What follows belongs to an exercise in optimizing a design on an open flow for small area; a production flow would make more cautious choices. Function was checked by simulation only, so behaviour that the tests miss may differ from the original. No driver is modelled on the clock port, so clocking that relies on it looks cheaper here than on a real chip. Power is estimated from default activity; no workload was simulated.

P:
## ddr2_ctrl_top
module ddr2_ctrl_top (
  input         clk,
  input         rst,
  input  [2:0]  af_cmd,
  input  [30:0] af_addr,
  input         af_empty,
  input         phy_init_done,
  output        ctrl_ref_flag,
  output        ctrl_af_rden,
  output        ctrl_wren,
  output        ctrl_rden,
  output [12:0] ctrl_addr,
  output [1:0]  ctrl_ba,
  output        ctrl_ras_n,
  output        ctrl_cas_n,
  output        ctrl_we_n,
  output [0:0]  ctrl_cs_n
);
For scale: about 420 cells after synthesis, about 5900 um2 of cells after synthesis.
Settings: LEC_CHECK=0, CAP_MARGIN=0, CORE_MARGIN=2, CORE_UTILIZATION=70, GPL_TIMING_DRIVEN=0, PLACE_DENSITY=0.8, SLEW_MARGIN=0; clock period 5.0 ns.
standard.sh (not shown) runs the stock make flow with config.mk's settings and CLKGATE_MAP_FILE= SYNTH_SCRIPT=/design/flow/synth_recipe.tcl, a recipe that flattens the netlist after the stock synthesis.
==> flow/flow/run.sh <==
#!/bin/bash
# The standard ORFS layout (standard.sh) with these changes:
#  - ports are buffered with buf_1 (BUFFER_PORTS_ARGS);
#  - CTS uses clkbuf_8 and inserts no dummy loads (CTS_ARGS);
#  - after CTS, flow/downsize.tcl gives each logic cell the smallest drive
#    strength of its kind that keeps setup slack above 0.8 ns, hold slack
#    above 0.05 ns and no slew/capacitance violation; the clock tree and the
#    registers are left as they are.
# Each tool's output goes to a log file of its own here.
set -euo pipefail
export BUFFER_PORTS_ARGS="-buffer_cell sky130_fd_sc_hd__buf_1"
export REMOVE_ABC_BUFFERS=1
export CTS_ARGS="-sink_clustering_enable -repair_clock_nets -dont_use_dummy_load -buf_list sky130_fd_sc_hd__clkbuf_8"
bash standard.sh cts > standard_cts.log 2>&1
R=orfs/results/sky130hd/ddr2_ctrl_top/base
DSZ_LIB=$FLOW_HOME/platforms/sky130hd/lib/sky130_fd_sc_hd__tt_025C_1v80.lib \
DSZ_RC=$FLOW_HOME/platforms/sky130hd/setRC.tcl \
DSZ_IN=$R/4_cts.odb DSZ_SDC=$R/4_cts.sdc DSZ_OUT=$R/4_cts_dsz.odb \
DSZ_MIN_SLACK=0.8 DSZ_DONT_USE="" \
  openroad -no_init -exit flow/downsize.tcl > downsize.log 2>&1
cp $R/4_cts_dsz.odb $R/4_cts.odb
bash standard.sh > standard.log 2>&1
==> flow/flow/downsize.tcl <==
# Area recovery: replace each logic cell by the smallest cell of the same
# function and pin names that keeps the design's timing and slew/cap limits.
# Reads $::env(DSZ_IN) (odb) and $::env(DSZ_SDC), writes $::env(DSZ_OUT).
read_liberty $::env(DSZ_LIB)
read_db $::env(DSZ_IN)
read_sdc $::env(DSZ_SDC)
source $::env(DSZ_RC)
set_propagated_clock [all_clocks]
estimate_parasitics -placement

set min_slack $::env(DSZ_MIN_SLACK)
proc ok_now {} {
  global min_slack
  estimate_parasitics -placement
  set s [sta::worst_slack_cmd max]
  set h [sta::worst_slack_cmd min]
  if { $s < $min_slack * 1e-9 || $h < 0.05e-9 } { return 0 }
  if { [sta::max_slew_violation_count] > 0 } { return 0 }
  if { [sta::max_capacitance_violation_count] > 0 } { return 0 }
  return 1
}
puts "start: setup [sta::worst_slack_cmd max] hold [sta::worst_slack_cmd min]"

# equivalent cells by family name (cell name without the drive suffix)
set lib_cells [get_lib_cells sky130_fd_sc_hd__*]
array set fam {}
foreach lc $lib_cells {
  set n [get_name $lc]
  if { [regexp {^(sky130_fd_sc_hd__\w+?)_(\d+)$} $n -> base drv] } {
    lappend fam($base) $n
  }
}
set saved 0.0
set dont [list]
foreach d $::env(DSZ_DONT_USE) { lappend dont $d }
foreach inst [get_cells *] {
  set m [get_property $inst ref_name]
  if { [string match "*df*" $m] || [string match "*clkbuf*" $m] || [string match "*clkinv*" $m] } { continue }
  if { [string match "*tap*" $m] || [string match "*fill*" $m] || [string match "*decap*" $m] || [string match "*conb*" $m] } { continue }
  if { ![regexp {^(sky130_fd_sc_hd__\w+?)_(\d+)$} $m -> base drv] } { continue }
  if { ![info exists fam($base)] } { continue }
  set a0 [get_property [get_lib_cells $m] area]
  set cands [list]
  foreach c $fam($base) {
    if { $c eq $m } { continue }
    if { [lsearch $dont $c] >= 0 } { continue }
    set a [get_property [get_lib_cells $c] area]
    if { $a < $a0 } { lappend cands [list $a $c] }
  }
  foreach ac [lsort -real -index 0 $cands] {
    set c [lindex $ac 1]
    replace_cell $inst $c
    if { [ok_now] } {
      puts "downsized [get_name $inst] $m -> $c ([expr $a0 - [lindex $ac 0]])"
      set saved [expr $saved + $a0 - [lindex $ac 0]]
      break
    } else {
      replace_cell $inst $m
    }
  }
}
estimate_parasitics -placement
puts "saved $saved um2; setup [sta::worst_slack_cmd max] hold [sta::worst_slack_cmd min]"
write_db $::env(DSZ_OUT)
Setup changes, P to Q
diff --git a/flow/flow/run.sh b/flow/flow/run.sh
--- a/flow/flow/run.sh
+++ b/flow/flow/run.sh
@@ -2,0 +3,3 @@
+#  - after the standard synthesis, flow/restructure.tcl re-maps the
+#    combinational logic for area (OpenROAD restructure -target area); the
+#    registers are kept as the standard synthesis made them;
@@ -13,0 +17,12 @@
+R=orfs/results/sky130hd/ddr2_ctrl_top/base
+LIB=$FLOW_HOME/platforms/sky130hd/lib/sky130_fd_sc_hd__tt_025C_1v80.lib
+
+bash standard.sh synth > standard_synth.log 2>&1
+cp $R/1_synth.odb $R/1_synth_std.odb
+mkdir -p restructure_work
+RS_LIB=$LIB RS_IN=$R/1_synth_std.odb RS_SDC=$R/1_synth.sdc RS_OUT=$R/1_synth_rs.odb \
+RS_WORK=$PWD/restructure_work \
+  openroad -no_init -exit flow/restructure.tcl > restructure.log 2>&1
+cp $R/1_synth_rs.odb $R/1_synth.odb
+touch $R/1_synth.sdc
+
@@ -15,3 +30 @@
-R=orfs/results/sky130hd/ddr2_ctrl_top/base
-DSZ_LIB=$FLOW_HOME/platforms/sky130hd/lib/sky130_fd_sc_hd__tt_025C_1v80.lib \
-DSZ_RC=$FLOW_HOME/platforms/sky130hd/setRC.tcl \
+DSZ_LIB=$LIB DSZ_RC=$FLOW_HOME/platforms/sky130hd/setRC.tcl \
==> flow/flow/restructure.tcl (new file) <==
# Area recovery on the standard synthesis's netlist: OpenROAD's restructure
# re-maps the combinational logic between the registers with ABC for area.
# The registers (their cells and names) are not touched.
read_liberty $::env(RS_LIB)
read_db $::env(RS_IN)
read_sdc $::env(RS_SDC)
set_dont_use [get_lib_cells {sky130_fd_sc_hd__probe_p_8 sky130_fd_sc_hd__probec_p_8 sky130_fd_sc_hd__lpflow_*}]
report_design_area
restructure -target area -liberty_file $::env(RS_LIB) \
  -tielo_port sky130_fd_sc_hd__conb_1/LO -tiehi_port sky130_fd_sc_hd__conb_1/HI \
  -work_dir $::env(RS_WORK)
report_design_area
report_worst_slack
write_db $::env(RS_OUT)
Compared with P, in Q final total power fell about 2.3%, global-route wire length before repair rose 6.4%, final core utilization rose 2.8 points.

* * *

ddr2_ctrl_top, a different RTL version from the one above (not shown whole).
Size in the first run: ~490 cells after synthesis, about 61 I/O pins, ~0.0068 sq mm of cells after synthesis.
make LEC_CHECK=0 CAP_MARGIN=20 CORE_MARGIN=2 CORE_UTILIZATION=40 PLACE_DENSITY=0.6 SLEW_MARGIN=20 finish   # period 5.0 ns
run.sh (not shown) runs the stock make flow with config.mk's settings and CLKGATE_MAP_FILE= SYNTH_SCRIPT=/design/flow/synth_recipe.tcl, a recipe that flattens the netlist after the stock synthesis.
Stock flow here: none of the scripts above is used.
Rerun with:
==> flow/flow/run.sh (new file) <==
#!/bin/bash
# Standard ORFS layout with two changes: ports are buffered with buf_1, and
# CTS inserts no dummy loads. Each tool's output goes to a log file here.
set -euo pipefail
export BUFFER_PORTS_ARGS="-buffer_cell sky130_fd_sc_hd__buf_1"
export CTS_ARGS="-sink_clustering_enable -repair_clock_nets -dont_use_dummy_load"
bash standard.sh > standard.log 2>&1
==> flow/standard.sh (new file) <==
#!/bin/bash
# synth_recipe.tcl (not shown) runs the flow's synth.tcl, then flattens the netlist and writes it again
# the make line also repeats each setting of config.mk as NAME=value (left out here)
make -C /OpenROAD-flow-scripts/flow DESIGN_CONFIG=/design/flow/config.mk WORK_HOME=/design/flow/orfs CLKGATE_MAP_FILE= SYNTH_SCRIPT=/design/flow/synth_recipe.tcl "${@:-finish}"
removed: flow/run.sh
The changed run finished clean; non-clock buffer count does not change; die area does not change; via count shrinks by 0.48%; fmax climbs by 0.38%; utilization decreases by 3.0 points; global-route usage falls by 0.52 points; count of clock-buffer cells in the layout does not change; worst setup slack is better by 12 ps; register-to-register slack is worse by 60 ps; synthesized area stays the same; sequential share of layout area increases by 3.6 points.

* * *

ddr2_ctrl_top with an RTL version that a note above also has.
Size: roughly 420 cells after synthesis, roughly 150 flip-flops, ~61 I/O pins.
==> flow/config.mk <==
export PLATFORM = sky130hd
export DESIGN_NAME = ddr2_ctrl_top
export DESIGN_NICKNAME = ddr2_ctrl_top
export VERILOG_FILES = /design/flow/design.v
export SDC_FILE = /design/flow/constraint.sdc
export NUM_CORES = 4
export LEC_CHECK = 0
export CAP_MARGIN = 0
export CORE_MARGIN = 2
export CORE_UTILIZATION = 70
export GPL_TIMING_DRIVEN = 0
export PLACE_DENSITY = 0.8
export SLEW_MARGIN = 0
==> flow/constraint.sdc <==
create_clock -name core_clock -period 5.0 [get_ports {clk}]
set_input_delay 1.0000 -clock core_clock [delete_from_list [all_inputs] [get_ports {clk}]]
set_output_delay 1.0000 -clock core_clock [all_outputs]
set_load 0.01 [all_outputs]
standard.sh (not shown) runs the stock make flow with config.mk's settings and CLKGATE_MAP_FILE= SYNTH_SCRIPT=/design/flow/synth_recipe.tcl, a recipe that flattens the netlist after the stock synthesis.
==> flow/flow/run.sh <==
#!/bin/bash
# Standard ORFS layout with two changes: ports are buffered with buf_1, and
# CTS inserts no dummy loads and uses small clock buffers. Each tool's output
# goes to a log file here.
set -euo pipefail
export BUFFER_PORTS_ARGS="-buffer_cell sky130_fd_sc_hd__buf_1"
export REMOVE_ABC_BUFFERS=1
export RECOVER_POWER=100
export CTS_ARGS="-sink_clustering_enable -repair_clock_nets -dont_use_dummy_load -buf_list sky130_fd_sc_hd__clkbuf_8"
bash standard.sh > standard.log 2>&1
Edit:
==> flow/flow/run.sh (replaced) <==
#!/bin/bash
# The standard ORFS layout (standard.sh) with these changes:
#  - after the standard synthesis, flow/restructure.tcl re-maps the
#    combinational logic for area (OpenROAD restructure -target area); the
#    registers are kept as the standard synthesis made them;
#  - ports are buffered with buf_1 (BUFFER_PORTS_ARGS);
#  - CTS uses clkbuf_8 and inserts no dummy loads (CTS_ARGS).
# Each tool's output goes to a log file of its own here.
set -euo pipefail
export BUFFER_PORTS_ARGS="-buffer_cell sky130_fd_sc_hd__buf_1"
export REMOVE_ABC_BUFFERS=1
export CTS_ARGS="-sink_clustering_enable -repair_clock_nets -dont_use_dummy_load -buf_list sky130_fd_sc_hd__clkbuf_8"
R=orfs/results/sky130hd/ddr2_ctrl_top/base
LIB=$FLOW_HOME/platforms/sky130hd/lib/sky130_fd_sc_hd__tt_025C_1v80.lib

bash standard.sh synth > standard_synth.log 2>&1
cp $R/1_synth.odb $R/1_synth_std.odb
mkdir -p restructure_work
RS_LIB=$LIB RS_IN=$R/1_synth_std.odb RS_SDC=$R/1_synth.sdc RS_OUT=$R/1_synth_rs.odb \
RS_WORK=$PWD/restructure_work \
  openroad -no_init -exit flow/restructure.tcl > restructure.log 2>&1
cp $R/1_synth_rs.odb $R/1_synth.odb
touch $R/1_synth.sdc

bash standard.sh > standard.log 2>&1
==> flow/flow/restructure.tcl (new file) <==
# Area recovery on the standard synthesis's netlist: OpenROAD's restructure
# re-maps the combinational logic between the registers with ABC for area.
# The registers (their cells and names) are not touched.
read_liberty $::env(RS_LIB)
read_db $::env(RS_IN)
read_sdc $::env(RS_SDC)
set_dont_use [get_lib_cells {sky130_fd_sc_hd__probe_p_8 sky130_fd_sc_hd__probec_p_8 sky130_fd_sc_hd__lpflow_*}]
report_design_area
restructure -target area -liberty_file $::env(RS_LIB) \
  -tielo_port sky130_fd_sc_hd__conb_1/LO -tiehi_port sky130_fd_sc_hd__conb_1/HI \
  -work_dir $::env(RS_WORK)
report_design_area
report_worst_slack
write_db $::env(RS_OUT)
After rerunning:
- wire length rises by 6.3%
- total power falls by 2.7%
- combinational power falls by 4.9%
- count of clock-buffer cells in the layout is unchanged
- synthesized cell count rises by 5.2%
- cell count rises by 6.0%
- clock skew falls by 8.7 ps
- sequential power falls by about 3%
Edit:
==> flow/flow/run.sh (replaced) <==
#!/bin/bash
# Standard ORFS layout with two changes: ports are buffered with buf_1, and
# CTS inserts no dummy loads and uses small clock buffers. Each tool's output
# goes to a log file here.
set -euo pipefail
export BUFFER_PORTS_ARGS="-buffer_cell sky130_fd_sc_hd__buf_1"
export CTS_ARGS="-sink_clustering_enable -repair_clock_nets -dont_use_dummy_load -buf_list sky130_fd_sc_hd__clkbuf_8"
bash standard.sh > standard.log 2>&1
- GPL_TIMING_DRIVEN: 0 -> unset
removed: flow/flow/restructure.tcl
Result: The changed run produced a clean layout. Utilization decreases by 1.6 points. Hold slack improved by 29 ps. Final area increases by 4.8%. Final cell count is lower by 5.2%. Wire length is lower by 3.5%. Sequential power grows by about 3%. Die area increases by 6.6%. Synthesized area came out higher by 6.9%.
Edit:
--- a/flow/flow/run.sh
+++ b/flow/flow/run.sh
@@ -6,2 +6,3 @@
 export BUFFER_PORTS_ARGS="-buffer_cell sky130_fd_sc_hd__buf_1"
+export REMOVE_ABC_BUFFERS=1
 export CTS_ARGS="-sink_clustering_enable -repair_clock_nets -dont_use_dummy_load -buf_list sky130_fd_sc_hd__clkbuf_8"
- GPL_TIMING_DRIVEN: unset -> 0
Effect: The new run passed the timing, DRC and antenna checks; sequential power hardly moves; area after synthesis is unchanged; final area is about the same; cell count goes down slightly; sequential share of layout area goes up by 0.18 points; maximum frequency hardly moves.

* * *

== v59 ==
ddr2_ctrl_top, a different RTL version from the one above (not shown whole).
Size in the first run: roughly 450 cells after synthesis, ~160 flip-flops, ~61 I/O pins, about 6300 um2 of cells after synthesis.
Design ddr2_ctrl_top, start of the top module:
module ddr2_ctrl_top (
  input         clk,
  input         rst,
  input  [2:0]  af_cmd,
  input  [30:0] af_addr,
  input         af_empty,
  input         phy_init_done,
  output        ctrl_ref_flag,
  output        ctrl_af_rden,
  output        ctrl_wren,
  output        ctrl_rden,
  output [12:0] ctrl_addr,
  output [1:0]  ctrl_ba,
  output        ctrl_ras_n,
  output        ctrl_cas_n,
  output        ctrl_we_n,
  output [0:0]  ctrl_cs_n
);
Settings: LEC_CHECK=0, CAP_MARGIN=0, CORE_MARGIN=2, CORE_UTILIZATION=70, PLACE_DENSITY=0.8, SLEW_MARGIN=0; clock period 5.0 ns.
==> flow/flow/run.sh <==
#!/bin/bash
# Standard ORFS layout with two changes: ports are buffered with buf_1, and
# CTS inserts no dummy loads and uses small clock buffers. Each tool's output
# goes to a log file here.
set -euo pipefail
export BUFFER_PORTS_ARGS="-buffer_cell sky130_fd_sc_hd__buf_1"
export CTS_ARGS="-sink_clustering_enable -repair_clock_nets -dont_use_dummy_load -buf_list sky130_fd_sc_hd__clkbuf_8"
bash standard.sh > standard.log 2>&1
Setup changes, v59 to v10
--- a/flow/flow/run.sh
+++ b/flow/flow/run.sh
@@ -7 +7 @@
-export CTS_ARGS="-sink_clustering_enable -repair_clock_nets -dont_use_dummy_load -buf_list sky130_fd_sc_hd__clkbuf_8"
+export CTS_ARGS="-sink_clustering_enable -repair_clock_nets -dont_use_dummy_load -buf_list sky130_fd_sc_hd__clkbuf_4 sky130_fd_sc_hd__clkbuf_8"
v10 did not run to completion, as it errored out during clock tree synthesis.
Re number of buffers added on ports: no difference whatsoever between v10 and v59.
Comparing v10 against v59, there is no change at all in parity-gate share of the synthesized area counting xor and xnor cells.
From v10 to v59, synthesized area did not move at all.
v59 -> v10: count of standard-cell rows delta 0, exact match
v10 -> v59: count of flip-flops with a built-in enable after synthesis delta 0, exact match
[inputs] v33 vs v10
--- a/flow/flow/run.sh
+++ b/flow/flow/run.sh
@@ -7 +7 @@
-export CTS_ARGS="-sink_clustering_enable -repair_clock_nets -dont_use_dummy_load -buf_list sky130_fd_sc_hd__clkbuf_4 sky130_fd_sc_hd__clkbuf_8"
+export CTS_ARGS="-sink_clustering_enable -repair_clock_nets -dont_use_dummy_load -buf_list {sky130_fd_sc_hd__clkbuf_4 sky130_fd_sc_hd__clkbuf_8}"
[summary]
From v10 to v33, part of the Yosys area used for sequential elements did not move at all. | synthesized cell count | v10 vs v33 | ≈ equal |. v33 -> v10: area fraction in compound gates after synthesis delta 0, exact match. v33: no failed stages, no open violations at the end.

[static timing again, ports no longer ideal]
The results above use ideal ports. As a check the final layouts listed here were re-extracted and re-timed, cells and wires unchanged.
Step 1: set_driving_cell puts a clkbuf_16 on clk and a buf_2 on each other input, an assumption about the parent block.
Step 2, shift: input delay + t, output delay - t, t = (earliest + latest rising clock arrival at the registers) / 2. This alone moves slack from input paths to output paths.
a / b / c = ideal / step 1 / step 2; a / b = the first two.
run | t (ns) | setup slack, ns | latest minus earliest clock arrival (ns)
P | 0.453 | 1.560 / 1.560 / 1.560 | 0.034 / 0.034
Q | 0.442 | 0.624 / 0.592 / 1.014 | 0.024 / 0.024
the first run of note 2 | 0.463 | 1.803 / 1.766 / 1.871 | 0.009 / 0.009
the second run of note 2 | 0.454 | 1.815 / 1.815 / 1.815 | 0.023 / 0.023
the first run of note 3 | 0.447 | 1.553 / 1.553 / 1.553 | 0.032 / 0.032
the second run of note 3 | 0.442 | 0.624 / 0.592 / 1.014 | 0.024 / 0.024
the third run of note 3 | 0.449 | 1.634 / 1.600 / 2.049 | 0.036 / 0.037
the fourth run of note 3 | 0.446 | 1.630 / 1.600 / 1.874 | 0.034 / 0.034
v59 | 0.455 | 2.018 / 1.986 / 2.126 | 0.041 / 0.041
v33 | 0.455 | 2.018 / 1.986 / 2.126 | 0.041 / 0.041
After both steps setup and hold are still met in every run listed.
